This design comes from an exercise in tuning for small area and a short achievable clock period on the open sky130 flow, not from production work.
Function was checked by simulation only, so behaviour that the tests miss may differ from the original.

==> run.sh <==
#!/bin/bash
# synth_recipe.tcl (not shown) runs the flow's synth.tcl, then flattens the netlist and writes it again
# the make line also repeats each setting of config.mk as NAME=value (left out here)
make -C /OpenROAD-flow-scripts/flow DESIGN_CONFIG=/design/flow/config.mk WORK_HOME=/design/flow/orfs CLKGATE_MAP_FILE= SYNTH_SCRIPT=/design/flow/synth_recipe.tcl finish
==> config.mk <==
export PLATFORM = sky130hd
export DESIGN_NAME = notch_filter
export DESIGN_NICKNAME = notch_filter
export VERILOG_FILES = /design/flow/design.v
export SDC_FILE = /design/flow/constraint.sdc
export NUM_CORES = 4
export LEC_CHECK = 0
export CAP_MARGIN = 20
export CORE_MARGIN = 2
export CORE_UTILIZATION = 40
export CTS_CLUSTER_DIAMETER = 100
export CTS_CLUSTER_SIZE = 30
export SLEW_MARGIN = 20
export SYNTH_HIERARCHICAL = 1
==> constraint.sdc <==
create_clock -name core_clock -period 12.0 [get_ports {clk}]
set_input_delay 2.4000 -clock core_clock [delete_from_list [all_inputs] [get_ports {clk}]]
set_output_delay 2.4000 -clock core_clock [all_outputs]
set_load 0.01 [all_outputs]
==> design.v <==
`timescale 1ns / 1ps
module nf_fa (input logic a, input logic b, input logic c, output logic s, output logic co);
    assign s = a ^ b ^ c;
    assign co = (a & b) | (a & c) | (b & c);
endmodule
module nf_ha (input logic a, input logic b, output logic s, output logic co);
    assign s = a ^ b;
    assign co = a & b;
endmodule
module nf_csa8 (input logic [7:0] a, input logic [7:0] b, input logic [7:0] c, output logic [15:0] y);
    for (genvar i = 0; i < 8; i++) begin : g
        nf_fa u (.a(a[i]), .b(b[i]), .c(c[i]), .s(y[i]), .co(y[8 + i]));
    end
endmodule
module nf_add8 (input logic [7:0] a, input logic [7:0] b, input logic cin, output logic [8:0] y);
    logic [8:0] c;
    assign c[0] = cin;
    for (genvar i = 0; i < 8; i++) begin : g
        nf_fa u (.a(a[i]), .b(b[i]), .c(c[i]), .s(y[i]), .co(c[i + 1]));
    end
    assign y[8] = c[8];
endmodule
module notch_filter #(
    parameter int DATA_WIDTH = 16
)(
    input  logic                    clk,
    input  logic                    rst_n,
    input  logic                    valid_i,
    input  logic signed [DATA_WIDTH-1:0] data_i,
    output logic                    valid_o,
    output logic signed [DATA_WIDTH-1:0] data_o
);
    logic [15:0] x;
    logic [31:0] s1, s2;
    logic [8:1] p;
    logic n80;
    logic n81;
    logic n82;
    logic n83;
    logic n84;
    logic n85;
    logic n86;
    logic n87;
    logic n88;
    logic n89;
    logic n90;
    logic n91;
    logic n92;
    logic n93;
    logic n94;
    logic n95;
    logic n96;
    logic n97;
    logic n98;
    logic n99;
    logic n100;
    logic n101;
    logic n102;
    logic n103;
    logic n104;
    logic n105;
    logic n106;
    logic n107;
    logic n108;
    logic n109;
    logic n110;
    logic n111;
    logic n112;
    logic n113;
    logic n114;
    logic n115;
    logic n116;
    logic n117;
    logic n118;
    logic n119;
    logic n120;
    logic n121;
    logic n122;
    logic n123;
    logic n124;
    logic n125;
    logic n126;
    logic n127;
    logic n128;
    logic n129;
    logic n130;
    logic n131;
    logic n132;
    logic n133;
    logic n134;
    logic n135;
    logic n136;
    logic n137;
    logic n138;
    logic n139;
    logic n140;
    logic n141;
    logic n142;
    logic n143;
    logic n144;
    logic n145;
    logic n146;
    logic n147;
    logic n148;
    logic n149;
    logic n150;
    logic n151;
    logic n152;
    logic n153;
    logic n154;
    logic n155;
    logic n156;
    logic n157;
    logic n158;
    logic n159;
    logic n160;
    logic n161;
    logic n162;
    logic n163;
    logic n164;
    logic n165;
    logic n166;
    logic n167;
    logic n168;
    logic n169;
    logic n170;
    logic n171;
    logic n172;
    logic n173;
    logic n174;
    logic n175;
    logic n176;
    logic n177;
    logic n178;
    logic n179;
    logic n180;
    logic n181;
    logic n182;
    logic n183;
    logic n184;
    logic n185;
    logic n186;
    logic n187;
    logic n188;
    logic n189;
    logic n190;
    logic n191;
    logic n192;
    logic n193;
    logic n194;
    logic n195;
    logic n196;
    logic n197;
    logic n198;
    logic n199;
    logic n200;
    logic n201;
    logic n208;
    logic n209;
    logic n210;
    logic n211;
    logic n212;
    logic n213;
    logic n214;
    logic n215;
    logic n216;
    logic n217;
    logic n218;
    logic n219;
    logic n220;
    logic n221;
    logic n222;
    logic n223;
    logic n224;
    logic n225;
    logic n226;
    logic n227;
    logic n228;
    logic n229;
    logic n230;
    logic n231;
    logic n232;
    logic n233;
    logic n234;
    logic n235;
    logic n236;
    logic n237;
    logic n238;
    logic n239;
    logic n240;
    logic n241;
    logic n242;
    logic n243;
    logic n244;
    logic n245;
    logic n246;
    logic n247;
    logic n248;
    logic n249;
    logic n250;
    logic n251;
    logic n252;
    logic n253;
    logic n254;
    logic n255;
    logic n256;
    logic n257;
    logic n258;
    logic n259;
    logic n260;
    logic n261;
    logic n262;
    logic n263;
    logic n266;
    logic n267;
    logic n268;
    logic n269;
    logic n270;
    logic n271;
    logic n272;
    logic n273;
    logic n274;
    logic n275;
    logic n276;
    logic n277;
    logic n278;
    logic n279;
    logic n280;
    logic n281;
    logic n282;
    logic n283;
    logic n284;
    logic n285;
    logic n286;
    logic n287;
    logic n288;
    logic n289;
    logic n290;
    logic n291;
    logic n292;
    logic n293;
    logic n294;
    logic n295;
    logic n296;
    logic n297;
    logic n298;
    logic n299;
    logic n300;
    logic n301;
    logic n302;
    logic n303;
    logic n304;
    logic n305;
    logic n306;
    logic n307;
    logic n308;
    logic n309;
    logic n310;
    logic n311;
    logic n312;
    logic n313;
    logic n314;
    logic n315;
    logic n316;
    logic n317;
    logic n318;
    logic n319;
    logic n320;
    logic n321;
    logic n322;
    logic n323;
    logic n324;
    logic n325;
    logic n326;
    logic n327;
    logic n328;
    logic n329;
    logic n348;
    logic n349;
    logic n350;
    logic n351;
    logic n352;
    logic n353;
    logic n354;
    logic n355;
    logic n356;
    logic n357;
    logic n358;
    logic n359;
    logic n360;
    logic n361;
    logic n362;
    logic n363;
    logic n364;
    logic n365;
    logic n366;
    logic n367;
    logic n368;
    logic n369;
    logic n370;
    logic n371;
    logic n372;
    logic n373;
    logic n374;
    logic n375;
    logic n376;
    logic n377;
    logic n378;
    logic n379;
    logic n380;
    logic n381;
    logic n382;
    logic n383;
    logic n384;
    logic n385;
    logic n412;
    logic n413;
    logic n414;
    logic n415;
    logic n416;
    logic n417;
    logic n418;
    logic n419;
    logic n420;
    logic n421;
    logic n422;
    logic n423;
    logic n424;
    logic n425;
    logic n426;
    logic n427;
    logic n428;
    logic n429;
    logic n430;
    logic n431;
    logic n432;
    logic n433;
    logic n434;
    logic n435;
    logic n436;
    logic n437;
    logic n438;
    logic n439;
    logic n440;
    logic n441;
    logic n442;
    logic n443;
    logic n444;
    logic n445;
    logic n446;
    logic n447;
    logic n448;
    logic n449;
    logic n450;
    logic n451;
    logic n452;
    logic n453;
    logic n454;
    logic n455;
    logic n456;
    logic n457;
    logic n458;
    logic n459;
    logic n460;
    logic n461;
    logic n462;
    logic n463;
    logic n464;
    logic n465;
    logic n466;
    logic n467;
    logic n468;
    logic n469;
    logic n470;
    logic n471;
    logic n472;
    logic n473;
    logic n474;
    logic n475;
    logic n476;
    logic n477;
    logic n478;
    logic n479;
    logic n480;
    logic n481;
    logic n482;
    logic n483;
    logic n484;
    logic n485;
    logic n486;
    logic n487;
    logic n488;
    logic n489;
    logic n490;
    logic n491;
    logic n492;
    logic n493;
    logic n494;
    logic n495;
    logic n496;
    logic n497;
    logic n498;
    logic n499;
    logic n500;
    logic n501;
    logic n502;
    logic n503;
    logic n504;
    logic n505;
    logic n506;
    logic n507;
    logic n508;
    logic n509;
    logic n510;
    logic n511;
    logic n512;
    logic n513;
    logic n514;
    logic n515;
    logic n516;
    logic n517;
    logic n518;
    logic n519;
    logic n520;
    logic n521;
    logic n522;
    logic n523;
    logic n524;
    logic n525;
    logic n526;
    logic n527;
    logic n528;
    logic n529;
    logic n530;
    logic n531;
    logic n532;
    logic n533;
    logic n534;
    logic n535;
    logic n536;
    logic n537;
    logic n538;
    logic n539;
    logic n540;
    logic n541;
    logic n542;
    logic n543;
    logic n544;
    logic n545;
    logic n546;
    logic n547;
    logic n548;
    logic n549;
    logic n550;
    logic n551;
    logic n552;
    logic n553;
    logic n554;
    logic n555;
    logic n556;
    logic n557;
    logic n558;
    logic n559;
    logic n560;
    logic n561;
    logic n562;
    logic n563;
    logic n564;
    logic n565;
    logic n566;
    logic n567;
    logic n568;
    logic n569;
    logic n570;
    logic n571;
    logic n572;
    logic n573;
    logic n574;
    logic n575;
    logic n576;
    logic n577;
    logic n578;
    logic n579;
    logic n580;
    logic n581;
    logic n582;
    logic n583;
    logic n584;
    logic n585;
    logic n586;
    logic n587;
    logic n588;
    logic n589;
    logic n590;
    logic n591;
    logic n592;
    logic n593;
    logic n594;
    logic n595;
    logic n596;
    logic n597;
    logic xs1;
    logic xs2;
    logic xs3;
    logic n80_d1;
    logic n82_d1;
    logic n84_d1;
    logic n85_d1;
    logic n92_d1;
    logic n94_d1;
    logic n96_d1;
    logic n98_d1;
    logic n100_d1;
    logic n102_d1;
    logic n103_d1;
    logic n109_d1;
    logic n124_d1;
    logic n125_d1;
    logic n140_d1;
    logic n142_d1;
    logic n143_d1;
    logic n145_d1;
    logic n150_d1;
    logic n151_d1;
    logic n166_d1;
    logic n167_d1;
    logic n182_d1;
    logic n183_d1;
    logic n200_d1;
    logic n201_d1;
    logic n208_d1;
    logic n210_d1;
    logic n211_d1;
    logic n224_d1;
    logic n226_d1;
    logic n227_d1;
    logic n242_d1;
    logic n243_d1;
    logic n260_d1;
    logic n261_d1;
    logic n271_d1;
    logic n287_d1;
    logic n304_d1;
    logic n305_d1;
    logic n322_d1;
    logic n323_d1;
    logic n348_d1;
    logic n350_d1;
    logic n352_d1;
    logic n354_d1;
    logic n355_d1;
    logic n364_d1;
    logic n366_d1;
    logic n368_d1;
    logic n370_d1;
    logic n372_d1;
    logic n373_d1;
    logic n380_d1;
    logic n382_d1;
    logic n384_d1;
    logic n384_d2;
    logic n412_d1;
    logic n412_d2;
    logic n414_d1;
    logic n414_d2;
    logic n415_d1;
    logic n416_d1;
    logic n418_d1;
    logic n420_d1;
    logic n422_d1;
    logic n424_d1;
    logic n426_d1;
    logic n428_d1;
    logic n430_d1;
    logic n431_d1;
    logic n438_d1;
    logic n440_d1;
    logic n442_d1;
    logic n444_d1;
    logic n446_d1;
    logic n447_d1;
    logic n448_d1;
    logic n450_d1;
    logic n452_d1;
    logic n454_d1;
    logic n456_d1;
    logic n457_d1;
    logic n458_d1;
    logic n460_d1;
    logic n462_d1;
    logic n464_d1;
    logic n466_d1;
    logic n468_d1;
    logic n470_d1;
    logic n472_d1;
    logic n474_d1;
    logic n475_d1;
    logic n476_d1;
    logic n478_d1;
    logic n480_d1;
    logic n482_d1;
    logic n484_d1;
    logic n485_d1;
    logic n486_d1;
    logic n487_d1;
    logic n502_d1;
    logic n504_d1;
    logic n505_d1;
    logic n520_d1;
    logic n522_d1;
    logic n523_d1;
    logic n537_d1;
    logic n549_d1;
    logic n564_d1;
    logic n565_d1;
    logic n582_d1;
    logic n583_d1;
    logic xd15_1;
    logic xd15_2;
    nf_ha u80 (.a(data_i[2]), .b(data_i[0]), .s(n80), .co(n81));
    nf_fa u82 (.a(data_i[3]), .b(data_i[1]), .c(n81), .s(n82), .co(n83));
    nf_fa u84 (.a(data_i[4]), .b(data_i[2]), .c(n83), .s(n84), .co(n85));
    nf_fa u86 (.a(x[5]), .b(x[3]), .c(n85_d1), .s(n86), .co(n87));
    nf_fa u88 (.a(x[6]), .b(x[4]), .c(n87), .s(n88), .co(n89));
    nf_fa u90 (.a(x[7]), .b(x[5]), .c(n89), .s(n90), .co(n91));
    nf_fa u92 (.a(x[8]), .b(x[6]), .c(n91), .s(n92), .co(n93));
    nf_fa u94 (.a(x[9]), .b(x[7]), .c(n93), .s(n94), .co(n95));
    nf_fa u96 (.a(x[10]), .b(x[8]), .c(n95), .s(n96), .co(n97));
    nf_fa u98 (.a(x[11]), .b(x[9]), .c(n97), .s(n98), .co(n99));
    nf_fa u100 (.a(x[12]), .b(x[10]), .c(n99), .s(n100), .co(n101));
    nf_fa u102 (.a(x[13]), .b(x[11]), .c(n101), .s(n102), .co(n103));
    nf_fa u104 (.a(x[14]), .b(x[12]), .c(n103_d1), .s(n104), .co(n105));
    nf_fa u106 (.a(x[15]), .b(x[13]), .c(n105), .s(n106), .co(n107));
    nf_fa u108 (.a(x[15]), .b(x[14]), .c(n107), .s(n108), .co(n109));
    nf_ha u110 (.a(n86), .b(x[0]), .s(n110), .co(n111));
    nf_fa u112 (.a(n88), .b(x[1]), .c(n111), .s(n112), .co(n113));
    nf_fa u114 (.a(n90), .b(n80_d1), .c(n113), .s(n114), .co(n115));
    nf_fa u116 (.a(n92), .b(n82_d1), .c(n115), .s(n116), .co(n117));
    nf_fa u118 (.a(n94), .b(n84_d1), .c(n117), .s(n118), .co(n119));
    nf_fa u120 (.a(n96), .b(n86), .c(n119), .s(n120), .co(n121));
    nf_fa u122 (.a(n98), .b(n88), .c(n121), .s(n122), .co(n123));
    nf_fa u124 (.a(n100), .b(n90), .c(n123), .s(n124), .co(n125));
    nf_fa u126 (.a(n102_d1), .b(n92_d1), .c(n125_d1), .s(n126), .co(n127));
    nf_fa u128 (.a(n104), .b(n94_d1), .c(n127), .s(n128), .co(n129));
    nf_fa u130 (.a(n106), .b(n96_d1), .c(n129), .s(n130), .co(n131));
    nf_fa u132 (.a(n108), .b(n98_d1), .c(n131), .s(n132), .co(n133));
    nf_fa u134 (.a(n109), .b(n100_d1), .c(n133), .s(n134), .co(n135));
    nf_fa u136 (.a(x[15]), .b(n102_d1), .c(n135), .s(n136), .co(n137));
    nf_fa u138 (.a(x[15]), .b(n104), .c(n137), .s(n138), .co(n139));
    nf_fa u140 (.a(x[15]), .b(n106), .c(n139), .s(n140), .co(n141));
    nf_fa u142 (.a(x[15]), .b(n108), .c(n141), .s(n142), .co(n143));
    nf_fa u144 (.a(xs2), .b(n109_d1), .c(n143_d1), .s(n144), .co(n145));
    nf_ha u146 (.a(~data_i[1]), .b(~data_i[0]), .s(n146), .co(n147));
    nf_ha u148 (.a(~n80), .b(n147), .s(n148), .co(n149));
    nf_ha u150 (.a(~n82), .b(n149), .s(n150), .co(n151));
    nf_ha u152 (.a(~n84_d1), .b(n151_d1), .s(n152), .co(n153));
    nf_ha u154 (.a(~n110), .b(n153), .s(n154), .co(n155));
    nf_ha u156 (.a(~n112), .b(n155), .s(n156), .co(n157));
    nf_ha u158 (.a(~n114), .b(n157), .s(n158), .co(n159));
    nf_ha u160 (.a(~n116), .b(n159), .s(n160), .co(n161));
    nf_ha u162 (.a(~n118), .b(n161), .s(n162), .co(n163));
    nf_ha u164 (.a(~n120), .b(n163), .s(n164), .co(n165));
    nf_ha u166 (.a(~n122), .b(n165), .s(n166), .co(n167));
    nf_fa u168 (.a(x[0]), .b(~n124_d1), .c(n167_d1), .s(n168), .co(n169));
    nf_fa u170 (.a(x[1]), .b(~n126), .c(n169), .s(n170), .co(n171));
    nf_fa u172 (.a(x[2]), .b(~n128), .c(n171), .s(n172), .co(n173));
    nf_fa u174 (.a(x[3]), .b(~n130), .c(n173), .s(n174), .co(n175));
    nf_fa u176 (.a(x[4]), .b(~n132), .c(n175), .s(n176), .co(n177));
    nf_fa u178 (.a(x[5]), .b(~n134), .c(n177), .s(n178), .co(n179));
    nf_fa u180 (.a(x[6]), .b(~n136), .c(n179), .s(n180), .co(n181));
    nf_fa u182 (.a(x[7]), .b(~n138), .c(n181), .s(n182), .co(n183));
    nf_fa u184 (.a(x[8]), .b(~n140_d1), .c(n183_d1), .s(n184), .co(n185));
    nf_fa u186 (.a(x[9]), .b(~n142_d1), .c(n185), .s(n186), .co(n187));
    nf_fa u188 (.a(x[10]), .b(~n144), .c(n187), .s(n188), .co(n189));
    nf_fa u190 (.a(x[11]), .b(~n145), .c(n189), .s(n190), .co(n191));
    nf_fa u192 (.a(x[12]), .b(~n145), .c(n191), .s(n192), .co(n193));
    nf_fa u194 (.a(x[13]), .b(~n145), .c(n193), .s(n194), .co(n195));
    nf_fa u196 (.a(x[14]), .b(~n145), .c(n195), .s(n196), .co(n197));
    nf_fa u198 (.a(xs2), .b(~n145), .c(n197), .s(n198), .co(n199));
    nf_fa u200 (.a(xs2), .b(~n145), .c(n199), .s(n200), .co(n201));
    nf_fa u208 (.a(data_i[3]), .b(n146), .c(n81), .s(n208), .co(n209));
    nf_fa u210 (.a(data_i[4]), .b(n148), .c(n209), .s(n210), .co(n211));
    nf_fa u212 (.a(x[5]), .b(n150_d1), .c(n211_d1), .s(n212), .co(n213));
    nf_fa u214 (.a(x[6]), .b(n152), .c(n213), .s(n214), .co(n215));
    nf_fa u216 (.a(x[7]), .b(n154), .c(n215), .s(n216), .co(n217));
    nf_fa u218 (.a(x[8]), .b(n156), .c(n217), .s(n218), .co(n219));
    nf_fa u220 (.a(x[9]), .b(n158), .c(n219), .s(n220), .co(n221));
    nf_fa u222 (.a(x[10]), .b(n160), .c(n221), .s(n222), .co(n223));
    nf_fa u224 (.a(x[11]), .b(n162), .c(n223), .s(n224), .co(n225));
    nf_fa u226 (.a(x[12]), .b(n164), .c(n225), .s(n226), .co(n227));
    nf_fa u228 (.a(x[13]), .b(n166_d1), .c(n227_d1), .s(n228), .co(n229));
    nf_fa u230 (.a(x[14]), .b(n168), .c(n229), .s(n230), .co(n231));
    nf_fa u232 (.a(x[15]), .b(n170), .c(n231), .s(n232), .co(n233));
    nf_fa u234 (.a(x[15]), .b(n172), .c(n233), .s(n234), .co(n235));
    nf_fa u236 (.a(x[15]), .b(n174), .c(n235), .s(n236), .co(n237));
    nf_fa u238 (.a(x[15]), .b(n176), .c(n237), .s(n238), .co(n239));
    nf_fa u240 (.a(x[15]), .b(n178), .c(n239), .s(n240), .co(n241));
    nf_fa u242 (.a(x[15]), .b(n180), .c(n241), .s(n242), .co(n243));
    nf_fa u244 (.a(xs2), .b(n182_d1), .c(n243_d1), .s(n244), .co(n245));
    nf_fa u246 (.a(xs2), .b(n184), .c(n245), .s(n246), .co(n247));
    nf_fa u248 (.a(xs2), .b(n186), .c(n247), .s(n248), .co(n249));
    nf_fa u250 (.a(x[15]), .b(n188), .c(n249), .s(n250), .co(n251));
    nf_fa u252 (.a(xs2), .b(n190), .c(n251), .s(n252), .co(n253));
    nf_fa u254 (.a(xs1), .b(n192), .c(n253), .s(n254), .co(n255));
    nf_fa u256 (.a(x[15]), .b(n194), .c(n255), .s(n256), .co(n257));
    nf_fa u258 (.a(xs2), .b(n196), .c(n257), .s(n258), .co(n259));
    nf_fa u260 (.a(xs1), .b(n198), .c(n259), .s(n260), .co(n261));
    nf_fa u262 (.a(xs3), .b(n200_d1), .c(n261_d1), .s(n262), .co(n263));
    nf_ha u266 (.a(s1[0]), .b(data_i[0]), .s(n266), .co(n267));
    nf_fa u268 (.a(s1[1]), .b(data_i[1]), .c(n267), .s(n268), .co(n269));
    nf_fa u270 (.a(s1[2]), .b(n80), .c(n269), .s(n270), .co(n271));
    nf_fa u272 (.a(s1[3]), .b(n208_d1), .c(n271_d1), .s(n272), .co(n273));
    nf_fa u274 (.a(s1[4]), .b(n210_d1), .c(n273), .s(n274), .co(n275));
    nf_fa u276 (.a(s1[5]), .b(n212), .c(n275), .s(n276), .co(n277));
    nf_fa u278 (.a(s1[6]), .b(n214), .c(n277), .s(n278), .co(n279));
    nf_fa u280 (.a(s1[7]), .b(n216), .c(n279), .s(n280), .co(n281));
    nf_fa u282 (.a(s1[8]), .b(n218), .c(n281), .s(n282), .co(n283));
    nf_fa u284 (.a(s1[9]), .b(n220), .c(n283), .s(n284), .co(n285));
    nf_fa u286 (.a(s1[10]), .b(n222), .c(n285), .s(n286), .co(n287));
    nf_fa u288 (.a(s1[11]), .b(n224_d1), .c(n287_d1), .s(n288), .co(n289));
    nf_fa u290 (.a(s1[12]), .b(n226_d1), .c(n289), .s(n290), .co(n291));
    nf_fa u292 (.a(s1[13]), .b(n228), .c(n291), .s(n292), .co(n293));
    nf_fa u294 (.a(s1[14]), .b(n230), .c(n293), .s(n294), .co(n295));
    nf_fa u296 (.a(s1[15]), .b(n232), .c(n295), .s(n296), .co(n297));
    nf_fa u298 (.a(s1[16]), .b(n234), .c(n297), .s(n298), .co(n299));
    nf_fa u300 (.a(s1[17]), .b(n236), .c(n299), .s(n300), .co(n301));
    nf_fa u302 (.a(s1[18]), .b(n238), .c(n301), .s(n302), .co(n303));
    nf_fa u304 (.a(s1[19]), .b(n240), .c(n303), .s(n304), .co(n305));
    nf_fa u306 (.a(s1[20]), .b(n242_d1), .c(n305_d1), .s(n306), .co(n307));
    nf_fa u308 (.a(s1[21]), .b(n244), .c(n307), .s(n308), .co(n309));
    nf_fa u310 (.a(s1[22]), .b(n246), .c(n309), .s(n310), .co(n311));
    nf_fa u312 (.a(s1[23]), .b(n248), .c(n311), .s(n312), .co(n313));
    nf_fa u314 (.a(s1[24]), .b(n250), .c(n313), .s(n314), .co(n315));
    nf_fa u316 (.a(s1[25]), .b(n252), .c(n315), .s(n316), .co(n317));
    nf_fa u318 (.a(s1[26]), .b(n254), .c(n317), .s(n318), .co(n319));
    nf_fa u320 (.a(s1[27]), .b(n256), .c(n319), .s(n320), .co(n321));
    nf_fa u322 (.a(s1[28]), .b(n258), .c(n321), .s(n322), .co(n323));
    nf_fa u324 (.a(s1[29]), .b(n260_d1), .c(n323_d1), .s(n324), .co(n325));
    nf_fa u326 (.a(s1[30]), .b(n262), .c(n325), .s(n326), .co(n327));
    nf_fa u328 (.a(s1[31]), .b(n262), .c(n327), .s(n328), .co(n329));
    nf_ha u348 (.a(~x[0]), .b(n294), .s(n348), .co(n349));
    nf_fa u350 (.a(~x[1]), .b(n296), .c(n349), .s(n350), .co(n351));
    nf_fa u352 (.a(~x[2]), .b(n298), .c(n351), .s(n352), .co(n353));
    nf_fa u354 (.a(~x[3]), .b(n300), .c(n353), .s(n354), .co(n355));
    nf_fa u356 (.a(x[4]), .b(s1[18]), .c(~n355_d1), .s(n356), .co(n357));
    nf_fa u358 (.a(x[5]), .b(~n304_d1), .c(n357), .s(n358), .co(n359));
    nf_fa u360 (.a(x[6]), .b(~n306), .c(n359), .s(n360), .co(n361));
    nf_fa u362 (.a(x[7]), .b(~n308), .c(n361), .s(n362), .co(n363));
    nf_fa u364 (.a(x[8]), .b(~n310), .c(n363), .s(n364), .co(n365));
    nf_fa u366 (.a(x[9]), .b(~n312), .c(n365), .s(n366), .co(n367));
    nf_fa u368 (.a(x[10]), .b(~n314), .c(n367), .s(n368), .co(n369));
    nf_fa u370 (.a(x[11]), .b(~n316), .c(n369), .s(n370), .co(n371));
    nf_fa u372 (.a(x[12]), .b(~n318), .c(n371), .s(n372), .co(n373));
    nf_fa u374 (.a(x[13]), .b(s1[27]), .c(n373_d1), .s(n374), .co(n375));
    nf_fa u376 (.a(x[14]), .b(~n322_d1), .c(n375), .s(n376), .co(n377));
    nf_fa u378 (.a(xs3), .b(~n324), .c(n377), .s(n378), .co(n379));
    nf_fa u380 (.a(xs3), .b(~n326), .c(n379), .s(n380), .co(n381));
    nf_fa u382 (.a(xs3), .b(~n328), .c(n381), .s(n382), .co(n383));
    nf_fa u384 (.a(xs3), .b(~n328), .c(n383), .s(n384), .co(n385));
    nf_ha u412 (.a(~n350), .b(~n348), .s(n412), .co(n413));
    nf_fa u414 (.a(n352), .b(n350), .c(~n413), .s(n414), .co(n415));
    nf_fa u416 (.a(n354_d1), .b(n352_d1), .c(n415_d1), .s(n416), .co(n417));
    nf_fa u418 (.a(~n356), .b(n354_d1), .c(n417), .s(n418), .co(n419));
    nf_fa u420 (.a(n358), .b(n356), .c(~n419), .s(n420), .co(n421));
    nf_fa u422 (.a(n360), .b(n358), .c(n421), .s(n422), .co(n423));
    nf_fa u424 (.a(n362), .b(n360), .c(n423), .s(n424), .co(n425));
    nf_fa u426 (.a(n364), .b(n362), .c(n425), .s(n426), .co(n427));
    nf_fa u428 (.a(n366), .b(n364), .c(n427), .s(n428), .co(n429));
    nf_fa u430 (.a(n368), .b(n366), .c(n429), .s(n430), .co(n431));
    nf_fa u432 (.a(n370_d1), .b(n368_d1), .c(n431_d1), .s(n432), .co(n433));
    nf_fa u434 (.a(n372_d1), .b(n370_d1), .c(n433), .s(n434), .co(n435));
    nf_fa u436 (.a(n374), .b(n372_d1), .c(n435), .s(n436), .co(n437));
    nf_fa u438 (.a(n376), .b(n374), .c(n437), .s(n438), .co(n439));
    nf_fa u440 (.a(n378), .b(n376), .c(n439), .s(n440), .co(n441));
    nf_fa u442 (.a(n380), .b(n378), .c(n441), .s(n442), .co(n443));
    nf_fa u444 (.a(n382), .b(n380), .c(n443), .s(n444), .co(n445));
    nf_fa u446 (.a(n384), .b(n382), .c(n445), .s(n446), .co(n447));
    nf_ha u448 (.a(n420), .b(~n348_d1), .s(n448), .co(n449));
    nf_fa u450 (.a(n422), .b(n412_d1), .c(n449), .s(n450), .co(n451));
    nf_fa u452 (.a(n424), .b(~n414_d1), .c(n451), .s(n452), .co(n453));
    nf_fa u454 (.a(n426), .b(~n416), .c(n453), .s(n454), .co(n455));
    nf_fa u456 (.a(n428), .b(~n418), .c(n455), .s(n456), .co(n457));
    nf_fa u458 (.a(n430_d1), .b(n420_d1), .c(n457_d1), .s(n458), .co(n459));
    nf_fa u460 (.a(n432), .b(n422_d1), .c(n459), .s(n460), .co(n461));
    nf_fa u462 (.a(n434), .b(n424_d1), .c(n461), .s(n462), .co(n463));
    nf_fa u464 (.a(n436), .b(n426_d1), .c(n463), .s(n464), .co(n465));
    nf_fa u466 (.a(n438), .b(n428_d1), .c(n465), .s(n466), .co(n467));
    nf_fa u468 (.a(n440), .b(n430_d1), .c(n467), .s(n468), .co(n469));
    nf_fa u470 (.a(n442), .b(n432), .c(n469), .s(n470), .co(n471));
    nf_fa u472 (.a(n444), .b(n434), .c(n471), .s(n472), .co(n473));
    nf_fa u474 (.a(n446), .b(n436), .c(n473), .s(n474), .co(n475));
    nf_fa u476 (.a(n447_d1), .b(n438_d1), .c(n475_d1), .s(n476), .co(n477));
    nf_fa u478 (.a(n447_d1), .b(n440_d1), .c(n477), .s(n478), .co(n479));
    nf_fa u480 (.a(n447_d1), .b(n442_d1), .c(n479), .s(n480), .co(n481));
    nf_fa u482 (.a(n447_d1), .b(n444_d1), .c(n481), .s(n482), .co(n483));
    nf_fa u484 (.a(n447_d1), .b(n446_d1), .c(n483), .s(n484), .co(n485));
    nf_ha u486 (.a(n454), .b(~n348_d1), .s(n486), .co(n487));
    nf_fa u488 (.a(n456_d1), .b(n412_d2), .c(n487_d1), .s(n488), .co(n489));
    nf_fa u490 (.a(n458), .b(~n414_d2), .c(n489), .s(n490), .co(n491));
    nf_fa u492 (.a(n460), .b(~n416_d1), .c(n491), .s(n492), .co(n493));
    nf_fa u494 (.a(n462), .b(~n418_d1), .c(n493), .s(n494), .co(n495));
    nf_fa u496 (.a(n464), .b(n448_d1), .c(n495), .s(n496), .co(n497));
    nf_fa u498 (.a(n466), .b(n450_d1), .c(n497), .s(n498), .co(n499));
    nf_fa u500 (.a(n468), .b(n452_d1), .c(n499), .s(n500), .co(n501));
    nf_fa u502 (.a(n470), .b(n454_d1), .c(n501), .s(n502), .co(n503));
    nf_fa u504 (.a(n472), .b(n456_d1), .c(n503), .s(n504), .co(n505));
    nf_fa u506 (.a(n474_d1), .b(n458_d1), .c(n505_d1), .s(n506), .co(n507));
    nf_fa u508 (.a(n476), .b(n460_d1), .c(n507), .s(n508), .co(n509));
    nf_fa u510 (.a(n478), .b(n462_d1), .c(n509), .s(n510), .co(n511));
    nf_fa u512 (.a(n480), .b(n464_d1), .c(n511), .s(n512), .co(n513));
    nf_fa u514 (.a(n482), .b(n466_d1), .c(n513), .s(n514), .co(n515));
    nf_fa u516 (.a(n484), .b(n468_d1), .c(n515), .s(n516), .co(n517));
    nf_fa u518 (.a(n485), .b(n470_d1), .c(n517), .s(n518), .co(n519));
    nf_fa u520 (.a(n485), .b(n472_d1), .c(n519), .s(n520), .co(n521));
    nf_fa u522 (.a(n485), .b(n474_d1), .c(n521), .s(n522), .co(n523));
    nf_fa u524 (.a(n485_d1), .b(n476_d1), .c(n523_d1), .s(n524), .co(n525));
    nf_fa u526 (.a(n485_d1), .b(n478_d1), .c(n525), .s(n526), .co(n527));
    nf_fa u528 (.a(n485_d1), .b(n480_d1), .c(n527), .s(n528), .co(n529));
    nf_fa u530 (.a(n485_d1), .b(n482_d1), .c(n529), .s(n530), .co(n531));
    nf_fa u532 (.a(n485_d1), .b(n484_d1), .c(n531), .s(n532), .co(n533));
    nf_ha u534 (.a(~n348), .b(s2[0]), .s(n534), .co(n535));
    nf_fa u536 (.a(n412), .b(s2[1]), .c(n535), .s(n536), .co(n537));
    nf_fa u538 (.a(~n414_d1), .b(s2[2]), .c(n537_d1), .s(n538), .co(n539));
    nf_fa u540 (.a(~n416), .b(s2[3]), .c(n539), .s(n540), .co(n541));
    nf_fa u542 (.a(~n418), .b(s2[4]), .c(n541), .s(n542), .co(n543));
    nf_fa u544 (.a(n448), .b(s2[5]), .c(n543), .s(n544), .co(n545));
    nf_fa u546 (.a(n450), .b(s2[6]), .c(n545), .s(n546), .co(n547));
    nf_fa u548 (.a(n452), .b(s2[7]), .c(n547), .s(n548), .co(n549));
    nf_fa u550 (.a(n486_d1), .b(s2[8]), .c(n549_d1), .s(n550), .co(n551));
    nf_fa u552 (.a(n488), .b(s2[9]), .c(n551), .s(n552), .co(n553));
    nf_fa u554 (.a(n490), .b(s2[10]), .c(n553), .s(n554), .co(n555));
    nf_fa u556 (.a(n492), .b(s2[11]), .c(n555), .s(n556), .co(n557));
    nf_fa u558 (.a(n494), .b(s2[12]), .c(n557), .s(n558), .co(n559));
    nf_fa u560 (.a(n496), .b(s2[13]), .c(n559), .s(n560), .co(n561));
    nf_fa u562 (.a(n498), .b(s2[14]), .c(n561), .s(n562), .co(n563));
    nf_fa u564 (.a(n500), .b(s2[15]), .c(n563), .s(n564), .co(n565));
    nf_fa u566 (.a(n502_d1), .b(s2[16]), .c(n565_d1), .s(n566), .co(n567));
    nf_fa u568 (.a(n504_d1), .b(s2[17]), .c(n567), .s(n568), .co(n569));
    nf_fa u570 (.a(n506), .b(s2[18]), .c(n569), .s(n570), .co(n571));
    nf_fa u572 (.a(n508), .b(s2[19]), .c(n571), .s(n572), .co(n573));
    nf_fa u574 (.a(n510), .b(s2[20]), .c(n573), .s(n574), .co(n575));
    nf_fa u576 (.a(n512), .b(s2[21]), .c(n575), .s(n576), .co(n577));
    nf_fa u578 (.a(n514), .b(s2[22]), .c(n577), .s(n578), .co(n579));
    nf_fa u580 (.a(n516), .b(s2[23]), .c(n579), .s(n580), .co(n581));
    nf_fa u582 (.a(n518), .b(s2[24]), .c(n581), .s(n582), .co(n583));
    nf_fa u584 (.a(n520_d1), .b(s2[25]), .c(n583_d1), .s(n584), .co(n585));
    nf_fa u586 (.a(n522_d1), .b(s2[26]), .c(n585), .s(n586), .co(n587));
    nf_fa u588 (.a(n524), .b(s2[27]), .c(n587), .s(n588), .co(n589));
    nf_fa u590 (.a(n526), .b(s2[28]), .c(n589), .s(n590), .co(n591));
    nf_fa u592 (.a(n528), .b(s2[29]), .c(n591), .s(n592), .co(n593));
    nf_fa u594 (.a(n530), .b(s2[30]), .c(n593), .s(n594), .co(n595));
    nf_fa u596 (.a(n532), .b(s2[31]), .c(n595), .s(n596), .co(n597));
    always_ff @(posedge clk) begin
        xs1 <= x[15];
        xs2 <= xs1;
        xs3 <= xs2;
        n80_d1 <= n80;
        n82_d1 <= n82;
        n84_d1 <= n84;
        n85_d1 <= n85;
        n92_d1 <= n92;
        n94_d1 <= n94;
        n96_d1 <= n96;
        n98_d1 <= n98;
        n100_d1 <= n100;
        n102_d1 <= n102;
        n103_d1 <= n103;
        n109_d1 <= n109;
        n124_d1 <= n124;
        n125_d1 <= n125;
        n140_d1 <= n140;
        n142_d1 <= n142;
        n143_d1 <= n143;
        n145_d1 <= n145;
        n150_d1 <= n150;
        n151_d1 <= n151;
        n166_d1 <= n166;
        n167_d1 <= n167;
        n182_d1 <= n182;
        n183_d1 <= n183;
        n200_d1 <= n200;
        n201_d1 <= n201;
        n208_d1 <= n208;
        n210_d1 <= n210;
        n211_d1 <= n211;
        n224_d1 <= n224;
        n226_d1 <= n226;
        n227_d1 <= n227;
        n242_d1 <= n242;
        n243_d1 <= n243;
        n260_d1 <= n260;
        n261_d1 <= n261;
        n271_d1 <= n271;
        n287_d1 <= n287;
        n304_d1 <= n304;
        n305_d1 <= n305;
        n322_d1 <= n322;
        n323_d1 <= n323;
        n348_d1 <= n348;
        n350_d1 <= n350;
        n352_d1 <= n352;
        n354_d1 <= n354;
        n355_d1 <= n355;
        n364_d1 <= n364;
        n366_d1 <= n366;
        n368_d1 <= n368;
        n370_d1 <= n370;
        n372_d1 <= n372;
        n373_d1 <= n373;
        n380_d1 <= n380;
        n382_d1 <= n382;
        n384_d1 <= n384;
        n384_d2 <= n384_d1;
        n412_d1 <= n412;
        n412_d2 <= n412_d1;
        n414_d1 <= n414;
        n414_d2 <= n414_d1;
        n415_d1 <= n415;
        n416_d1 <= n416;
        n418_d1 <= n418;
        n420_d1 <= n420;
        n422_d1 <= n422;
        n424_d1 <= n424;
        n426_d1 <= n426;
        n428_d1 <= n428;
        n430_d1 <= n430;
        n431_d1 <= n431;
        n438_d1 <= n438;
        n440_d1 <= n440;
        n442_d1 <= n442;
        n444_d1 <= n444;
        n446_d1 <= n446;
        n447_d1 <= n447;
        n448_d1 <= n448;
        n450_d1 <= n450;
        n452_d1 <= n452;
        n454_d1 <= n454;
        n456_d1 <= n456;
        n457_d1 <= n457;
        n458_d1 <= n458;
        n460_d1 <= n460;
        n462_d1 <= n462;
        n464_d1 <= n464;
        n466_d1 <= n466;
        n468_d1 <= n468;
        n470_d1 <= n470;
        n472_d1 <= n472;
        n474_d1 <= n474;
        n475_d1 <= n475;
        n476_d1 <= n476;
        n478_d1 <= n478;
        n480_d1 <= n480;
        n482_d1 <= n482;
        n484_d1 <= n484;
        n485_d1 <= n485;
        n486_d1 <= n486;
        n487_d1 <= n487;
        n502_d1 <= n502;
        n504_d1 <= n504;
        n505_d1 <= n505;
        n520_d1 <= n520;
        n522_d1 <= n522;
        n523_d1 <= n523;
        n537_d1 <= n537;
        n549_d1 <= n549;
        n564_d1 <= n564;
        n565_d1 <= n565;
        n582_d1 <= n582;
        n583_d1 <= n583;
        xd15_1 <= x[15];
        xd15_2 <= xd15_1;
        if (valid_i) x <= data_i;
    end
    always_ff @(posedge clk or negedge rst_n) begin
        if (!rst_n) begin
            p  <= '0;
            s1 <= '0;
            s2 <= '0;
        end else begin
            p <= {p[7:1], valid_i};
            if (p[2]) s1[0] <= n534;
            if (p[2]) s1[1] <= n536;
            if (p[3]) s1[2] <= n538;
            if (p[3]) s1[3] <= n540;
            if (p[3]) s1[4] <= n542;
            if (p[3]) s1[5] <= n544;
            if (p[3]) s1[6] <= n546;
            if (p[3]) s1[7] <= n548;
            if (p[4]) s1[8] <= n550;
            if (p[4]) s1[9] <= n552;
            if (p[4]) s1[10] <= n554;
            if (p[4]) s1[11] <= n556;
            if (p[4]) s1[12] <= n558;
            if (p[4]) s1[13] <= n560;
            if (p[2]) s1[14] <= ~n294;
            if (p[4]) s1[14] <= n562;
            if (p[2]) s1[15] <= ~n296;
            if (p[5]) s1[15] <= n564_d1;
            if (p[2]) s1[16] <= ~n298;
            if (p[5]) s1[16] <= n566;
            if (p[2]) s1[17] <= ~n300;
            if (p[5]) s1[17] <= n568;
            if (p[2]) s1[18] <= ~n302;
            if (p[5]) s1[18] <= n570;
            if (p[3]) s1[19] <= ~n304_d1;
            if (p[5]) s1[19] <= n572;
            if (p[3]) s1[20] <= ~n306;
            if (p[5]) s1[20] <= n574;
            if (p[3]) s1[21] <= ~n308;
            if (p[5]) s1[21] <= n576;
            if (p[3]) s1[22] <= ~n310;
            if (p[5]) s1[22] <= n578;
            if (p[3]) s1[23] <= ~n312;
            if (p[5]) s1[23] <= n580;
            if (p[3]) s1[24] <= ~n314;
            if (p[6]) s1[24] <= n582_d1;
            if (p[3]) s1[25] <= ~n316;
            if (p[6]) s1[25] <= n584;
            if (p[3]) s1[26] <= ~n318;
            if (p[6]) s1[26] <= n586;
            if (p[3]) s1[27] <= ~n320;
            if (p[6]) s1[27] <= n588;
            if (p[4]) s1[28] <= ~n322_d1;
            if (p[6]) s1[28] <= n590;
            if (p[4]) s1[29] <= ~n324;
            if (p[6]) s1[29] <= n592;
            if (p[4]) s1[30] <= ~n326;
            if (p[6]) s1[30] <= n594;
            if (p[4]) s1[31] <= ~n328;
            if (p[6]) s1[31] <= n596;
            if (p[5]) s2[7:0] <= ds_s2;
            if (p[6]) s2[15:8] <= ds_s2;
            if (p[7]) s2[23:16] <= ds_s2;
            if (p[8]) s2[31:24] <= ds_s2;
        end
    end
    logic [15:0] ds_xq1;
    logic [15:0] ds_xq2;
    logic [15:0] ds_xq3;
    logic [7:0] ds_x, ds_q, ds_d, ds_e, ds_e5, ds_e165, ds_t2, ds_s2;
    logic [7:0] ds_rd, ds_rd1, ds_rd2, ds_rd3, ds_re, ds_re165, ds_dr, ds_qr;
    logic [1:0] ds_eh, ds_e165h;
    logic [6:0] ds_e5h;
    logic [7:0] ds_re5, ds_v, ds_w;
    logic [15:0] ds_cs;
    logic ds_ca1, ds_ca2, ds_cb1, ds_cb2, ds_cc1, ds_cc2;
    logic [8:0] ds_sa1, ds_sa2, ds_sb1, ds_sb2, ds_sc1, ds_sc2;
    nf_add8 u_ds_sa2 (.a(ds_dr), .b(ds_qr), .cin(ds_ca2), .y(ds_sa2));
    assign ds_e = ds_sa2[7:0];
    nf_add8 u_ds_sb1 (.a(ds_e), .b({ds_e[5:0], ds_eh}), .cin(ds_cb1), .y(ds_sb1));
    assign ds_e5 = ds_sb1[7:0];
    nf_add8 u_ds_sc1 (.a(ds_e), .b({ds_rd1[1:0], ds_rd2[7:2]}), .cin(ds_cc1), .y(ds_sc1));
    assign ds_t2 = ds_sc1[7:0];
    assign ds_v = ~{ds_re5[5:0], ds_e5h[6:5]};
    assign ds_w = ~{ds_re5[0], ds_e5h};
    nf_csa8 u_ds_cs (.a(ds_re), .b(ds_v), .c(ds_w), .y(ds_cs));
    nf_add8 u_ds_sc2 (.a(ds_cs[7:0]), .b({ds_cs[14:8], ds_cb2}), .cin(ds_cc2), .y(ds_sc2));
    assign ds_s2 = ds_sc2[7:0];
    always_ff @(posedge clk) begin
        ds_dr <= p[3] ? {n362, n360, n358, n356, ~n354_d1, ~n352_d1, ~n350_d1, ~n348_d1} : p[4] ? {n378, n376, n374, n372_d1, n370_d1, n368_d1, n366_d1, n364_d1} : p[5] ? {n384_d1, n384_d1, n384_d1, n384_d1, n384_d1, n384_d1, n382_d1, n380_d1} : {n384_d2, n384_d2, n384_d2, n384_d2, n384_d2, n384_d2, n384_d2, n384_d2};
        ds_qr <= p[3] ? {~n308, ~n306, ~n304_d1, s1[18], s1[17], s1[16], s1[15], s1[14]} : p[4] ? {~n324, ~n322_d1, s1[27], s1[26], s1[25], s1[24], s1[23], s1[22]} : p[5] ? {s1[31], s1[31], s1[31], s1[31], s1[31], s1[31], s1[31], s1[30]} : {s1[31], s1[31], s1[31], s1[31], s1[31], s1[31], s1[31], s1[31]};
        ds_ca2 <= p[3] | ds_sa2[8];
        ds_cb1 <= ~p[3] & ds_sb1[8];
        ds_cc1 <= ~p[3] & ds_sc1[8];
        ds_eh <= p[3] ? 2'b0 : ds_e[7:6];
        ds_rd1 <= p[3] ? 8'b0 : ds_dr;
        ds_rd2 <= (p[3] | p[4]) ? 8'b0 : ds_rd1;
        ds_re <= ds_t2;
        ds_re5 <= ds_e5;
        ds_cb2 <= p[4] | ds_cs[15];
        ds_cc2 <= p[4] | ds_sc2[8];
        ds_e5h <= p[4] ? 7'b0 : ds_re5[7:1];
    end
    assign valid_o = p[4];
    assign data_o[0] = ~s1[14];
    assign data_o[1] = ~s1[15];
    assign data_o[2] = ~s1[16];
    assign data_o[3] = ~s1[17];
    assign data_o[4] = ~s1[18];
    assign data_o[5] = ~s1[19];
    assign data_o[6] = ~s1[20];
    assign data_o[7] = ~s1[21];
    assign data_o[8] = ~s1[22];
    assign data_o[9] = ~s1[23];
    assign data_o[10] = ~s1[24];
    assign data_o[11] = ~s1[25];
    assign data_o[12] = ~s1[26];
    assign data_o[13] = ~s1[27];
    assign data_o[14] = n322_d1;
    assign data_o[15] = n324;
endmodule
==> results of run 1 <==
-- per-module statistics from Yosys (local to each module, per instance), a selection --
module / flops+latches / cell area, um^2
notch_filter: 262 / 7438
nf_fa: 0 / 20.02
nf_ha: 0 / 12.51
nf_add8: 0 / 7.507
-- registers in the layout (all words and copies together), names as in the netlist, 2 cells and up --
name	cells
ds_dr	8
ds_rd1	8
ds_e5h	7
ds_qr	8
x	16
s1	32
ds_re5	8
p	8
ds_re	8
s2	32
ds_eh	2
ds_rd2	6
-- critical path, stage by stage, from the launching register on --
cell,delay [ns]
edfxtp_1,0.62
fa_1,0.51
fa_1,0.40
fa_1,0.42
fa_1,0.40
fa_1,0.40
fa_1,0.42
fa_1,0.49
fa_1,0.54
fa_1,0.42
-- cell families after synthesis --
logic type	count (synthesis)
DFF	262
buffers and inverters	107
muxes	51
and+or+nand+nor	76
adders and majority gates	273
AOI/OAI and AO/OA	56
-- synth_stat cells --
cell type,instances
nor2b_1,16
ha_1,19
o22ai_1,6
mux2_2,46
a21oi_1,7
clkinv_1,1
clkbuf_1,9
a221oi_1,2
o21a_1,1
nor3_1,1
dfxtp_1,174
fa_1,254
a21o_1,1
nand2b_1,1
o21ai_0,30
or2_2,3
a2111oi_4,1
inv_1,80
nor2_1,15
buf_2,10
mux2i_1,5
and2_1,6
nand2_1,34
a211oi_1,8
edfxtp_1,16
buf_4,7
dfrtp_1,72
-- cells in the final DEF, fill, tap and decap left out --
| cell type | n |
|---|---|
| inv_6 | 3 |
| clkinv_1 | 1 |
| clkbuf_1 | 3 |
| nand2b_1 | 1 |
| nor2_1 | 15 |
| nor2b_1 | 16 |
| edfxtp_1 | 16 |
| inv_8 | 1 |
| a221oi_1 | 2 |
| nor3_1 | 1 |
| a211oi_1 | 8 |
| dfrtp_1 | 71 |
| ha_1 | 19 |
| clkinv_4 | 1 |
| o22ai_1 | 6 |
| buf_4 | 6 |
| fa_1 | 254 |
| dfxtp_1 | 174 |
| a21oi_1 | 7 |
| dfrtp_2 | 1 |
| inv_1 | 80 |
| mux2_2 | 46 |
| or2_2 | 3 |
| a21o_1 | 1 |
| clkdlybuf4s50_1 | 34 |
| and2_1 | 6 |
| nand2_1 | 34 |
| o21ai_0 | 30 |
| o21a_1 | 1 |
| clkbuf_16 | 13 |
| a2111oi_4 | 1 |
| mux2i_1 | 5 |
-- stage by stage --
| step | setup WS (ns) | hold slack (ns) |
|---|---|---|
| final | 7.258 | 0.3572 |
| after detailed placement | 7.259 | 0.3347 |
| after CTS | 7.238 | 0.3589 |
| after global routing | 7.115 | 0.3659 |
| after global placement | 7.300 | 0.3329 |
| after floorplan | 7.546 | 0.3308 |
-- cell type report --
class                   instances  area, um^2  share of cell area (%)
flip-flops and latches        262        5767                   41.41
inverters                      81       304.0                   2.183
repair buffers                 40       385.4                   2.767
multi-input cells             456        6585                   47.28
clock buffers                  16       336.6                   2.417
well taps                     402       503.0                   3.612
clock inverters                 5       46.29                  0.3324
-- worst paths after layout --
kind | slack, ns | to | from | cells past startpoint
hold / removal | 0.36 | p[2] | p[1] | 0
hold reg to reg | 0.36 | p[2] | p[1] | 0
setup reg to reg | 7.26 | n322_d1 | x[8] | 9
max in group asynchronous | 9.13 | p[3] | rst_n | 2
setup / recovery | 7.26 | n322_d1 | x[8] | 9
min in group asynchronous | 1.81 | p[5] | rst_n | 1
-- metal layers --
layer  share of wire, %  global-route usage (%)  vias to the layer above
met1                 48                   24.37                     3147
met5                  0                       0                        -
met2                 47                   25.19                       94
met4                1.8                   3.552                        0
li1                   -                       -                     2601
met3                3.0                   1.747                       22
==> reports/qor.yml, run 1 <==
outcome: "finished clean"
grt_max_degree: 55
fill_cells: 2825
avgSynthCellArea_um2: 15.50
grt_pass1_vias: 6532
numCtsBuffers: 13
drc: 0
hold_viol: 0
rows: 65
cp-end-kind: "register"
syn_inst: 825
place_area_um2: 13540
grt_overflow_total: 0
synth.area.mux_share_pct: 4.441
clk_pin_slew_ns: 0.10
cts_resized: 0
antenna_found_initial: 2
wl_per_cell_um: 19.63
via_per_inst: 4.647
htreeDepth: 1
path_max_fanout: 5
vias: 5864
start_util_pct: 40.54
dp.cells: 1241
synth_top_family_by_area: "adder cells"
rsz0062_at_grt: "false"
max_slew_margin_pct: 33.05
synth_cell_type_count: 27
synth_top_area_share_pct: 39.75
core_area_um2: 31560
start_kind: "register"
root_buffer: "clkbuf_16"
syn_to_final_growth_pct: 8.882
diodes: 0
synthAdderAreaFrac_pct: 41.61
portBuffers: 35
die_h_um: 182.8
layout-drive-gt1-share_pct: 8.721
cp.required_ns: 12.36
nNetsFinal: 1146
final_core_util_pct: 44.14
wl_mm: 24.77
timing.fmax_ghz: 0.2109
grt_usage_pct: 16.06
cts_tree: "built"
post-cts-setup-buffers: 0
yosys.area_share.simple_pct: 2.749
synthTopCellsByArea: "fa_1, dfxtp_1, dfrtp_1, mux2_2, edfxtp_1"
fin_crit_ns: 4.742
skew_ns: 0.02047
place.gp.congestion: 0.8140
ys_seq_area_share_pct: 45.07
critical_path_arrival_ns: 5.10
fin_tns_setup_ns: 0
insertion_delay_ns: 0.49
synth_top_cell_by_area: "fa_1"
pin_count: 36
hpwl_mm: 20.17
postLayoutCellArea_um2: 13930
ctsHoldBuffers: 0
yosys_warnings: 7
synth_compound_area_share_pct: 2.680
grt_pass1_wl_mm: 39.70
min_path_type: "reg2reg"
cts.sinks: 262
period_share_pct: 39.52
die_area_um2: 33420
synth_nets: 1117
finalMaxSlewViolations: 0
critPathKind: "reg2reg"
firstDrtPassIters: 5
post_layout_nonfiller_instances: 1262
synth_area_um2: 12790
clockBufferDepth: 3
drt_iter0_drc: 256
max_cap_violations: 0
drtAntennaViolNets: 0
setup_violations: 0
synth-seq-cells: 262
worst_pin_slew_ns: 1.004
die_w_um: 182.8
synth-xor-area-share_pct: 0
==> inputs of run 2 (changes only) <==
--- a/design.v
+++ b/design.v
@@ -574,3 +574,4 @@
     logic n430_d1;
-    logic n431_d1;
+    logic n432_d1;
+    logic n433_d1;
     logic n438_d1;
@@ -605,16 +606,14 @@
     logic n487_d1;
-    logic n502_d1;
     logic n504_d1;
     logic n505_d1;
-    logic n520_d1;
     logic n522_d1;
     logic n523_d1;
+    logic n536_d1;
     logic n537_d1;
     logic n549_d1;
-    logic n564_d1;
-    logic n565_d1;
-    logic n582_d1;
-    logic n583_d1;
+    logic n566_d1;
+    logic n567_d1;
+    logic n584_d1;
+    logic n585_d1;
     logic xd15_1;
-    logic xd15_2;
     nf_ha u80 (.a(data_i[2]), .b(data_i[0]), .s(n80), .co(n81));
@@ -769,4 +768,4 @@
     nf_fa u430 (.a(n368), .b(n366), .c(n429), .s(n430), .co(n431));
-    nf_fa u432 (.a(n370_d1), .b(n368_d1), .c(n431_d1), .s(n432), .co(n433));
-    nf_fa u434 (.a(n372_d1), .b(n370_d1), .c(n433), .s(n434), .co(n435));
+    nf_fa u432 (.a(n370), .b(n368), .c(n431), .s(n432), .co(n433));
+    nf_fa u434 (.a(n372_d1), .b(n370_d1), .c(n433_d1), .s(n434), .co(n435));
     nf_fa u436 (.a(n374), .b(n372_d1), .c(n435), .s(n436), .co(n437));
@@ -783,3 +782,3 @@
     nf_fa u458 (.a(n430_d1), .b(n420_d1), .c(n457_d1), .s(n458), .co(n459));
-    nf_fa u460 (.a(n432), .b(n422_d1), .c(n459), .s(n460), .co(n461));
+    nf_fa u460 (.a(n432_d1), .b(n422_d1), .c(n459), .s(n460), .co(n461));
     nf_fa u462 (.a(n434), .b(n424_d1), .c(n461), .s(n462), .co(n463));
@@ -788,3 +787,3 @@
     nf_fa u468 (.a(n440), .b(n430_d1), .c(n467), .s(n468), .co(n469));
-    nf_fa u470 (.a(n442), .b(n432), .c(n469), .s(n470), .co(n471));
+    nf_fa u470 (.a(n442), .b(n432_d1), .c(n469), .s(n470), .co(n471));
     nf_fa u472 (.a(n444), .b(n434), .c(n471), .s(n472), .co(n473));
@@ -836,4 +835,4 @@
     nf_fa u564 (.a(n500), .b(s2[15]), .c(n563), .s(n564), .co(n565));
-    nf_fa u566 (.a(n502_d1), .b(s2[16]), .c(n565_d1), .s(n566), .co(n567));
-    nf_fa u568 (.a(n504_d1), .b(s2[17]), .c(n567), .s(n568), .co(n569));
+    nf_fa u566 (.a(n502), .b(s2[16]), .c(n565), .s(n566), .co(n567));
+    nf_fa u568 (.a(n504_d1), .b(s2[17]), .c(n567_d1), .s(n568), .co(n569));
     nf_fa u570 (.a(n506), .b(s2[18]), .c(n569), .s(n570), .co(n571));
@@ -845,4 +844,4 @@
     nf_fa u582 (.a(n518), .b(s2[24]), .c(n581), .s(n582), .co(n583));
-    nf_fa u584 (.a(n520_d1), .b(s2[25]), .c(n583_d1), .s(n584), .co(n585));
-    nf_fa u586 (.a(n522_d1), .b(s2[26]), .c(n585), .s(n586), .co(n587));
+    nf_fa u584 (.a(n520), .b(s2[25]), .c(n583), .s(n584), .co(n585));
+    nf_fa u586 (.a(n522_d1), .b(s2[26]), .c(n585_d1), .s(n586), .co(n587));
     nf_fa u588 (.a(n524), .b(s2[27]), .c(n587), .s(n588), .co(n589));
@@ -926,3 +925,4 @@
         n430_d1 <= n430;
-        n431_d1 <= n431;
+        n432_d1 <= n432;
+        n433_d1 <= n433;
         n438_d1 <= n438;
@@ -957,16 +957,14 @@
         n487_d1 <= n487;
-        n502_d1 <= n502;
         n504_d1 <= n504;
         n505_d1 <= n505;
-        n520_d1 <= n520;
         n522_d1 <= n522;
         n523_d1 <= n523;
+        n536_d1 <= n536;
         n537_d1 <= n537;
         n549_d1 <= n549;
-        n564_d1 <= n564;
-        n565_d1 <= n565;
-        n582_d1 <= n582;
-        n583_d1 <= n583;
+        n566_d1 <= n566;
+        n567_d1 <= n567;
+        n584_d1 <= n584;
+        n585_d1 <= n585;
         xd15_1 <= x[15];
-        xd15_2 <= xd15_1;
         if (valid_i) x <= data_i;
@@ -981,3 +979,3 @@
             if (p[2]) s1[0] <= n534;
-            if (p[2]) s1[1] <= n536;
+            if (p[3]) s1[1] <= n536_d1;
             if (p[3]) s1[2] <= n538;
@@ -997,5 +995,5 @@
             if (p[2]) s1[15] <= ~n296;
-            if (p[5]) s1[15] <= n564_d1;
+            if (p[4]) s1[15] <= n564;
             if (p[2]) s1[16] <= ~n298;
-            if (p[5]) s1[16] <= n566;
+            if (p[5]) s1[16] <= n566_d1;
             if (p[2]) s1[17] <= ~n300;
@@ -1015,5 +1013,5 @@
             if (p[3]) s1[24] <= ~n314;
-            if (p[6]) s1[24] <= n582_d1;
+            if (p[5]) s1[24] <= n582;
             if (p[3]) s1[25] <= ~n316;
-            if (p[6]) s1[25] <= n584;
+            if (p[6]) s1[25] <= n584_d1;
             if (p[3]) s1[26] <= ~n318;
==> run 2 against run 1 <==
  * Register-to-register slack is essentially flat
  * Core utilization about the same
  * Area after synthesis barely moved
  * Clock skew shrank 0.0012 ns
  * Flip-flop and latch count did not move
  * Critical path type unchanged
==> reports/qor.yml, run 2 <==
outcome: "finished clean"
worst_pin_slew_ns: 1.004
r2r-start: "x[13]"
final_cell_mix: "fa_1, dfxtp_1, inv_1"
nNetsFinal: 1145
synth_top_area_share_pct: 39.76
firstDrtPassIters: 4
via_per_inst: 4.555
avgSynthCellArea_um2: 15.52
ys_seq_area_share_pct: 45.08
vias: 5744
top_regs: "s1 (32), s2 (32), x (16)"
drc: 0
ff2ff_setup_slack_ns: 7.26
diodes: 0
drtAntennaViolNets: 0
grt_pass1_wl_mm: 39.43
grt_max_degree: 73
cp_top_family: "adder cells"
synth-seq-cells: 262
drt_iter0_drc: 341
syn_to_final_growth_pct: 8.873
start_util_pct: 40.53
timing.fmax_ghz: 0.2109
numCtsBuffers: 13
place.gp.congestion: 0.8078
skew_ns: 0.01924
synth_nets: 1116
crit_top_cell: "fa_1"
layout-drive-gt1-share_pct: 8.498
start_kind: "register"
ctsHoldBuffers: 0
die_h_um: 182.8
ys_async_sr_fraction_pct: 27.48
root_buffer: "clkbuf_16"
cp-end-kind: "register"
max_slew_margin_pct: 33.04
synth_cell_type_count: 27
wl_mm: 24.40
cp.required_ns: 12.44
min-delay-start: "p[1]"
syn_inst: 824
max_cap_violations: 0
rsz0062_at_grt: "false"
r2r_end: "n566_d1"
cp_num_buf_inv: 0
rows: 65
period_share_pct: 39.52
fill_cells: 2842
layout_commonest_cell: "fa_1"
clockBufferDepth: 3
wl_per_cell_um: 19.35
whs_endpoint: "p[2]"
grt_usage_pct: 15.91
die_w_um: 182.8
critPathKind: "reg2reg"
ys.flop_type: "dfxtp_1"
critical_path_arrival_ns: 5.18
grt_pass1_vias: 6539
setup_violations: 0
hpwl_mm: 19.75
slowest_stage: "edfxtp_1"
cts_resized: 0
portBuffers: 35
die_area_um2: 33420
fin_tns_setup_ns: 0
path_depth: 8
yosys-top-cells-count: "fa_1, dfxtp_1, inv_1, dfrtp_1, mux2_2"
post-cts-setup-buffers: 0
grt_overflow_total: 0
yosys_warnings: 7
clk_pin_slew_ns: 0.11
synth_area_um2: 12790
cts.sinks: 262
antenna_found_initial: 3
synthTopCellsByArea: "fa_1, dfxtp_1, dfrtp_1, mux2_2, edfxtp_1"
path_max_fanout: 5
htreeDepth: 1
hold_viol: 0
insertion_delay_ns: 0.49
finalMaxSlewViolations: 0
reg2regPathDepth: 8
pin_count: 36
synth_top_cell_by_area: "fa_1"
core_area_um2: 31560
path_cells: "fa_1 -> fa_1 -> fa_1 -> fa_1 -> fa_1 -> fa_1 -> fa_1 -> fa_1"
yosysMostFrequentCell: "fa_1"
fin_crit_ns: 4.742
min_path_type: "reg2reg"
synth_edf_count: 16
crit_start: "x[13]"
crit_path_max_incr_delay_ns: 0.64
holdPathStages: 0
cts_tree: "built"
-- run 2: worst max path at each step --
| stage | slack (ns) | to |
|---|---|---|
| after floorplan | 7.52 | n566_d1 |
| after global placement | 7.25 | n432_d1 |
| after detailed placement | 7.20 | n566_d1 |
| after CTS | 7.22 | n566_d1 |
| after global routing | 7.08 | n432_d1 |
| final | 7.26 | n566_d1 |
-- run 2: layout make-up --
| class | instances | area (um^2) | area share [%] |
|---|---|---|---|
| Clock buffer | 17 | 340.3 | 2.444 |
| Timing Repair Buffer | 39 | 377.9 | 2.714 |
| Clock inverter | 4 | 47.55 | 0.3415 |
| Tap cell | 402 | 503.0 | 3.612 |
| Multi-Input combinational cell | 456 | 6585 | 47.29 |
| Sequential cell | 262 | 5767 | 41.41 |
| Inverter | 81 | 304.0 | 2.183 |
-- run 2: per-module statistics from Yosys (local to each module, per instance), a selection --
| module | flip-flops and latches | times used | cell area (um^2) |
|---|---|---|---|
| notch_filter | 262 | 1 | 7437 |
| nf_fa | 0 | 254 | 20.02 |
| nf_ha | 0 | 19 | 12.51 |
| nf_add8 | 0 | 4 | 7.507 |
-- run 2: logic make-up (layout without fill, tap and decap cells) --
kind of cell               Yosys count  after routing  synth area share (%)
and+or+nand+nor                     76             76                 2.749
buffers and inverters              106            141                 3.434
muxes                               51             51                 4.441
DFF                                262            262                 45.08
adders and majority gates          273            273                 41.62
AOI/OAI and AO/OA                   56             56                 2.681
-- run 2: routing by layer --
| metal | GRT usage [%] | up-vias | wire, um |
|---|---|---|---|
| met1 | 24.43 | 3033 | 11850 |
| met3 | 1.728 | 25 | 768 |
| met2 | 24.68 | 84 | 11280 |
| li1 | - | 2602 | - |
| met4 | 3.552 | 0 | 500 |
| met5 | 0 | - | 0 |
-- run 2: metrics by stage --
step,instance area (um^2),instances,hold slack [ns],util [%],setup slack [ns]
detailed placement,13540,1240,0.3347,42.90,7.198
floorplan,12790,824,0.3308,-,7.516
CTS,13920,1261,0.3625,44.13,7.224
finish,13920,1261,0.3602,44.13,7.258
global route,13920,1261,0.3804,44.13,7.080
global placement,13540,1240,0.3320,42.90,7.255
==> inputs of run 3 (changes only) <==
--- a/config.mk
+++ b/config.mk
@@ -10,3 +10,3 @@
 export CORE_UTILIZATION = 40
-export CTS_CLUSTER_DIAMETER = 100
+export CTS_CLUSTER_DIAMETER = 60
 export CTS_CLUSTER_SIZE = 30
==> run 3 against run 2 <==
  * Critical endpoint unchanged
  * Largest cell class unchanged
  * Synthesized cell count did not move
  * Via count rose by 1.8%
==> reports/qor.yml, run 3 <==
synth-seq-cells: 262
cts_tree: "built"
pin_count: 36
cp-end-kind: "register"
rows: 65
cts_resized: 0
drc: 0
ys_async_sr_fraction_pct: 27.48
slowest_stage: "fa_1"
synth_area_um2: 12790
path_cells: "fa_1 -> fa_1 -> fa_1 -> fa_1 -> fa_1 -> fa_1 -> fa_1 -> fa_1"
min_path_type: "reg2reg"
portBuffers: 35
hpwl_mm: 19.75
die_w_um: 182.8
critPathKind: "reg2reg"
critical_path_arrival_ns: 5.13
start_util_pct: 40.53
path_max_fanout: 5
core_area_um2: 31560
ys.flop_type: "dfxtp_1"
top_regs: "s1 (32), s2 (32), x (16)"
yosys-top-cells-count: "fa_1, dfxtp_1, inv_1, dfrtp_1, mux2_2"
layout-drive-gt1-share_pct: 10.69
hold_viol: 0
die_h_um: 182.8
grt_usage_pct: 16.11
root_buffer: "clkbuf_16"
finalMaxSlewViolations: 0
syn_to_final_growth_pct: 12.00
grt_overflow_total: 0
ys_seq_area_share_pct: 45.08
antenna_found_initial: 3
yosys_warnings: 7
crit_path_max_incr_delay_ns: 0.66
timing.fmax_ghz: 0.2112
max_slew_margin_pct: 33.51
worst_pin_slew_ns: 0.9974
avgSynthCellArea_um2: 15.52
cts.sinks: 262
die_area_um2: 33420
skew_ns: 0.02169
grt_max_degree: 73
clockBufferDepth: 3
grt_pass1_vias: 6650
fin_crit_ns: 4.735
synth_top_cell_by_area: "fa_1"
cp_top_family: "adder cells"
diodes: 0
drt_iter0_drc: 383
place.gp.congestion: 0.8078
via_per_inst: 4.566
cp.required_ns: 12.40
firstDrtPassIters: 4
dp.cells: 1240
htreeDepth: 1
syn_inst: 824
final_cell_mix: "fa_1, dfxtp_1, inv_1"
clk_pin_slew_ns: 0.07
start_kind: "register"
fin_tns_setup_ns: 0
cp_num_buf_inv: 0
rsz0062_at_grt: "false"
post-cts-setup-buffers: 0
synthTopCellsByArea: "fa_1, dfxtp_1, dfrtp_1, mux2_2, edfxtp_1"
outcome: "finished clean"
vias: 5849
ctsHoldBuffers: 0
yosysMostFrequentCell: "fa_1"
crit_top_cell: "fa_1"
nNetsFinal: 1155
synth_top_area_share_pct: 39.76
wl_per_cell_um: 19.36
wl_mm: 24.80
setup_violations: 0
grt_pass1_wl_mm: 39.88
post_layout_nonfiller_instances: 1281
layout_commonest_cell: "fa_1"
synth_cell_type_count: 27
max_cap_violations: 0
synth_edf_count: 16
synth_nets: 1116
drtAntennaViolNets: 0
insertion_delay_ns: 0.52
period_share_pct: 39.46
numCtsBuffers: 23
## run 3: cells by family after synthesis
family                     share of synthesized area (%)
adders and majority gates                          41.62
DFF                                                45.08
buffers and inverters                              3.434
and+or+nand+nor                                    2.749
AOI/OAI and AO/OA                                  2.681
muxes                                              4.441
## run 3: per-stage QoR
step,instance area (um^2),utilization (%),setup slack (ns),hold WS [ns]
2_1_floorplan,12790,-,7.516,0.3308
3_3_place_gp,13540,42.90,7.255,0.3320
3_5_place_dp,13540,42.90,7.198,0.3347
4_1_cts,14330,45.40,7.229,0.3504
5_1_grt,14330,45.40,7.084,0.3719
6_report,14330,45.40,7.265,0.3492
## run 3: per-layer routing
metal	share of wire, %	global-route usage (%)	vias up	wire, um
met1	48	24.47	3080	11910
met2	46	24.99	100	11510
met5	0	0	-	0
met3	3.3	1.986	28	811
li1	-	-	2641	-
met4	2.3	3.808	0	568
## run 3: final timing paths
| path | to | cells past startpoint | start | slack, ns |
|---|---|---|---|---|
| worst max register to register | n566_d1 | 8 | x[13] | 7.26 |
| worst min register to register | p[2] | 0 | p[1] | 0.35 |
| worst max-delay path | n566_d1 | 8 | x[13] | 7.26 |
| max in group asynchronous | p[3] | 1 | rst_n | 9.26 |
| worst min-delay path | p[2] | 0 | p[1] | 0.35 |
| min in group asynchronous | p[4] | 1 | rst_n | 2.03 |
## run 3: cell type report
class	count	area, um^2
inverters	81	304.0
well taps	402	503.0
repair buffers	39	377.9
fillers	2803	17230
clock buffers	29	628.1
clock inverters	12	160.2
multi-input cells	456	6585
flip-flops and latches	262	5767
## run 3: modules after synthesis (local to each module, per instance), excerpt
| module | cells | area (um^2) | flip-flops and latches |
|---|---|---|---|
| nf_fa | 1 | 20.02 | 0 |
| nf_ha | 1 | 12.51 | 0 |
| notch_filter | 547 | 7437 | 262 |
| nf_add8 | 1 | 7.507 | 0 |

port drivers added, routing unchanged:
In the flow no input, the clock included, has a driving cell. The finished layouts below were timed again as built, in two steps. Step 1 assumes that a clkbuf_16 drives the clock port and a buf_2 every other input. Step 2 times the ports against the registers' clock, not the clock port: input delays grow and output delays shrink by t, the midpoint of the rising clock arrivals with the driver on. Three values: ideal, step 1, step 2; two values: the first two.
| run | t (ns) | setup slack, ns | hold slack, ns |
|---|---|---|---|
| run 1 | 0.530 | 7.258 / 7.258 / 7.258 | 0.357 / 0.357 / 0.357 |
| run 2 | 0.536 | 7.258 / 7.258 / 7.258 | 0.360 / 0.360 / 0.360 |
| run 3 | 0.564 | 7.265 / 7.265 / 7.265 | 0.349 / 0.349 / 0.349 |
After both steps every run listed still meets setup and hold.
